Source: an optimization exercise on an open RTL-to-GDS flow (aim: small area, a short achievable clock period and few clock cycles per item). Production flows keep margins and buffers that such runs may drop. In this exercise RTL edits were held to simulation tests only and were not proved equivalent to the original. Power figures rest on the tool's default switching activity, not on a simulated workload.

==> flow/design.v (outline; a module is shown in full before it is edited, if it fits) <==
// module mat_mul: 2249 lines
module mat_mul #
    (
        parameter integer DIM_LOG = 2,
        parameter integer DIM = 2**DIM_LOG,
        parameter integer SIZE = DIM*DIM,
        parameter integer SIZE_LOG = 2*DIM_LOG,
        parameter integer DATA_WIDTH = 32
    )
    (
        input wire  s00_axi_aclk,
        input wire  s00_axi_aresetn,
        output wire  s00_axis_tready,
        input wire [DATA_WIDTH-1 : 0] s00_axis_tdata,
        input wire  s00_axis_tlast,
        input wire  s00_axis_tvalid,
        output wire  m00_axis_tvalid,
        output wire [DATA_WIDTH-1 : 0] m00_axis_tdata,
        output wire [(DATA_WIDTH/8)-1 : 0] m00_axis_tstrb,
        output wire  m00_axis_tlast,
        input wire  m00_axis_tready,
        input wire sel,
        input wire start
    );
  // ...
==> flow/flow/run.sh <==
#!/bin/bash
# Standard layout (the standard.sh, unchanged synthesis) with timing repair
# aimed below the 10 ns clock: repair_timing works until the setup slack
# reaches SETUP_SLACK_MARGIN, so the layout gets faster than the clock asks.
set -euo pipefail
export SETUP_SLACK_MARGIN=6
bash standard.sh > standard_make.log 2>&1
==> flow/standard.sh <==
#!/bin/bash
# synth_recipe.tcl (not shown) runs the flow's synth.tcl, then flattens the netlist and writes it again
# the make line also repeats each setting of config.mk as NAME=value (left out here)
make -C /OpenROAD-flow-scripts/flow DESIGN_CONFIG=/design/flow/config.mk WORK_HOME=/design/flow/orfs CLKGATE_MAP_FILE= SYNTH_SCRIPT=/design/flow/synth_recipe.tcl "${@:-finish}"
==> flow/config.mk <==
export PLATFORM = sky130hd
export DESIGN_NAME = mat_mul
export DESIGN_NICKNAME = mat_mul
export VERILOG_FILES = /design/flow/design.v
export SDC_FILE = /design/flow/constraint.sdc
export NUM_CORES = 4
export LEC_CHECK = 0
export CAP_MARGIN = 20
export CORE_MARGIN = 2
export CORE_UTILIZATION = 40
export CTS_BUF_LIST = sky130_fd_sc_hd__clkbuf_8
export PLACE_DENSITY = 0.6
export SLEW_MARGIN = 20
==> flow/constraint.sdc <==
create_clock -name core_clock -period 10.0 [get_ports {s00_axi_aclk}]
set_input_delay 2.0000 -clock core_clock [delete_from_list [all_inputs] [get_ports {s00_axi_aclk}]]
set_output_delay 2.0000 -clock core_clock [all_outputs]
set_load 0.01 [all_outputs]
==> run notes, run 1 <==
outcome=complete, no violations; maximum vdd drop=0.423 mV; fraction of area in multi-input gates=35.1%; register area share after synthesis=57.6%; RSZ-0062 raised after global routing=true; Seq area share=51.1%; Stages on worst setup path=9; Final ANT Viol Nets=0; Layout non-clock buf frac=3.10%; worst-path fanout max=4; worst slack, placed=5390 ps; Synth Area in Compound Gates=4.81%; GRT met1 Usage=28.8%; Reg2Reg Setup Slack=6050 ps; post-place instance area=117000 um2; critical path, cell by cell=buf_4, mux2_4, a211oi_4, fa_1, fa_1, fa_2, fa_1, inv_1, fa_1; Worst Reg-to-Reg Cells=9; Yosys reg bits=2162; GR peak layer=met2; CTS root buf=clkbuf_8; number of clock buffers in the layout=380; Nets=8481; Critical Path RT=10700 ps; combinational power=0.0214 W; Critical Path End=s2_0_2[28]$_DFFE_PN_; slowest stage delay, CP=550 ps; Core Box Area=277000 um2; non-clock buffer instance count of the final layout=404; die area=283000 um2; FF-to-FF End=s2_0_2[28]$_DFFE_PN_
Testbench counts, summed over its fixed seeds: cycles 6,512, jobs 192.
==> run 2: changes to the inputs <==
==> flow/flow/run.sh (replaced) <==
#!/bin/bash
# Standard layout (the standard.sh, unchanged synthesis) with timing repair
# aimed below the 10 ns clock: repair_timing works until the setup slack
# reaches SETUP_SLACK_MARGIN, so the layout gets faster than the clock asks.
set -euo pipefail
export SETUP_SLACK_MARGIN=6.3
bash standard.sh > standard_make.log 2>&1
==> run notes, run 2 <==
Mapped Area=112000 um2; DP HPWL=185000 um; critical path data arrival time=4530 ps; asr flop ratio synth=0%; P_int=0.0272 W; Final GP Congestion=0.882; FMAX=262 MHz; Top FF cell, synth=edfxtp_1; register area share after synthesis=57.6% (unchanged); DR vias/cell=5.43; TritonCTS Sinks=2162; Synth area leader=edfxtp_1; Fin. Hold Viols=0; outcome=complete, no violations; Starting Density=40.3%; fin crit share=38.2%; Total GRT Usage=21.2%; Clock power frac=16.6%; Final ANT Viol Nets=0 (unchanged); startpoint types=register; synth cell count leaders=edfxtp_1 (2103), nor2b_1 (576), fa_1 (516), inv_1 (503), mux2i_1 (460); clk buf depth=4; MaxCap Viol Count=0; Die X=532 um; top-count cell post-synth=edfxtp_1; metal1 wirelength=133000 um; Top Layer Used=met5; Vias=63987; DRT Wirelength=308000 um; maximum vdd drop=0.574 mV (+36%); total power draw=0.0450 W; Yosys reg bits=2162 (unchanged); Sw Ratio=39.6%; DR iter-0 viols=6005; crit end category=register; CTS root buf=clkbuf_8; Die Ht=532 um; Largest regs=mem_A: 512 flops, mem_B: 512 flops; initial antenna violation count=12; 1st-pass router iterations=5; met3 routed WL=20000 um; P_sw=0.0178 W; FP Rows=193; largest net degree at the start of global routing=100; Setup Skew=87.3 ps; Critical Path RT=10710 ps (about the same); Slew Viols, Final=0; vias in the first global route=64857; layout cells sized above 1=23.0%; HP Class=reg -> reg; post-cts hold buffer count=0; clk latency of the worst-skew pair=1050 ps; combinational fraction of design power=50.5%; Final Setup Violations=0; Nets=8564 (+0.98%); WS Path Type=reg -> reg; Worst slew margin=27.1%; fill count=24002; sequential share of power=32.9%; die area=283000 um2 (unchanged); highest-count cells in the layout ignoring fill and taps=edfxtp_1 (2103), inv_1 (615), nor2b_1 (575); Synth area leaders=edfxtp_1 (57%), fa_1 (9.3%), mux4_2 (6.5%), mux2i_1 (4.1%), nor2b_1 (3.2%); CTS tree=yes; gr ovfl total=0; EDFF count, synth=2103; PortBufs=73; post-synth top area share=56.6%; Met2 Routed Length=142000 um; P&R area growth vs syn=14.9%; CTS Buf Count=360; setup TNS=0 ps; wire per inst=26.2 um; Post-Syn Area per Cell=15.1 um2; PD cells=351 nW/um2; Yosys cell types=96; worst slew pin tran=1090 ps; global-route wire length before repair=445000 um; worst-path fanout max=29 (+25); Leakage Power=49.3 nW; synth warn=1; Tmin final=3820 ps; Mapped Cells=7392; most common cell after layout, fill and taps aside=edfxtp_1; htree depth=5; RSZ-0062 raised after global routing=true; Worst-path clk slew=60 ps; I/O pin cnt=78; # DRC=0; Core Box Area=277000 um2 (unchanged)
==> run 2: cell counts after synthesis <==
No cell type changed its count.
==> run 2: layer usage <==
layer / track usage (%) / vias to the layer above
met4: 8.39 / 4
met3: 3.28 / 576
met2: 33.4 / 2411
met5: 0 / -
met1: 29.4 / 33063
li1: - / 27933
==> run 2: power groups by stage <==
| stage | combinational [W] | clock (W) | sequential (W) |
|---|---|---|---|
| finish | 0.0227 | 0.00748 | 0.0148 |
| global route | 0.0252 | 0.00804 | 0.0149 |
| detailed placement | 0.0212 | 0 | 0.0151 |
| CTS | 0.0224 | 0.00766 | 0.0148 |
| floorplan | 0.0134 | 0 | 0.0149 |
| global placement | 0.0207 | 0 | 0.0151 |
==> run 2: cell type report <==
class                      instances  area (um2)  share of cell area [%]
inverter                         506        1920                    1.50
sequential                      2162       64300                    50.2
clock inverter                   273        1640                    1.28
timing repair buffer             491        5590                    4.36
clock buffer                     376        5170                    4.03
tap                             3705        4640                    3.61
timing repair inverter             1        5.00                 0.00390
antenna                            3        7.51                 0.00585
multi-input combinational       4263       45000                    35.1
==> run 2: worst max-delay path, stage by stage, from the launching register on <==
cell and delay, ps:
edfxtp_1 410, buf_12 180, nor2b_2 210, a211oi_4 210, fa_1 470, fa_1 540
fa_2 410, fa_1 510, inv_2 50, fa_2 440
==> run 2: repair_timing <==
| item | 4_1_cts | 5_1_grt |
|---|---|---|
| resized for setup | 431 | 169 |
| setup buffers | 157 | 53 |
| pin swaps | 97 | 89 |
| gates cloned | 30 | 10 |
| endpoints found under the setup margin | 1140 | 742 |
==> run 2: kinds of logic (layout without fill, tap and decap cells) <==
logic type | Yosys count | after routing | share of synthesized area [%]
other cells | 1 | 7 | 0.00336
fa+ha+maj | 740 | 740 | 11.8
buf+inv | 981 | 1647 | 3.48
mux | 1069 | 1069 | 13.5
xor+xnor | 255 | 255 | 2.01
flops | 2162 | 2162 | 57.6
compound gates | 765 | 766 | 4.81
simple gates | 1419 | 1429 | 6.83
==> run 2: path summary, 6_finish.rpt <==
| kind | depth (start not counted) | startpoint | slack, ps | endpoint |
|---|---|---|---|---|
| hold / removal | 0 | l1$_DFFE_PN_ | 380 | l2$_DFFE_PN_ |
| hold reg to reg | 0 | l1$_DFFE_PN_ | 380 | l2$_DFFE_PN_ |
| setup reg to reg | 9 | es1[50]$_DFFE_PN_ | 6180 | s2_1_2[30]$_DFFE_PN_ |
| setup / recovery | 9 | es1[50]$_DFFE_PN_ | 6180 | s2_1_2[30]$_DFFE_PN_ |
==> run 2: stage by stage <==
stage	util [%]	worst slack (ps)	hold WS, ps	cells	instance area (um2)
2_1_floorplan	-	6290	400	7395	112000
3_3_place_gp	42.2	4860	403	10870	117000
3_5_place_dp	42.2	4830	406	10873	117000
4_1_cts	45.8	6110	413	11709	127000
5_1_grt	46.3	6110	437	11780	128000
6_report	46.3	6180	380	11780	128000

-- static timing again, ports no longer ideal --
How much do the figures lean on ideal ports? The routed layouts below were timed once more, with nothing changed but the port constraints.
Step 1, drivers: a clkbuf_16 drives s00_axi_aclk and a buf_2 each remaining input, both assumed.
Step 2 moves the port delays by t, midway between the first and last clock arrival at a register: inputs arrive t later, outputs are due t later. That takes back most of the time a late clock gives input paths.
Three values: ideal, step 1, step 2; two values: the first two.
run	t (ns)	setup WS [ns]	worst slew at a driven data input, ns
run 1	1.082	6.052 / 6.051 / 6.052	0.05
run 2	1.113	6.179 / 6.150 / 5.898	0.04
After both steps setup and hold are still met in every run listed. For run 2, which loses most, drivers alone change the setup slack by -0.029 ns; drivers and shift together by -0.281 ns.
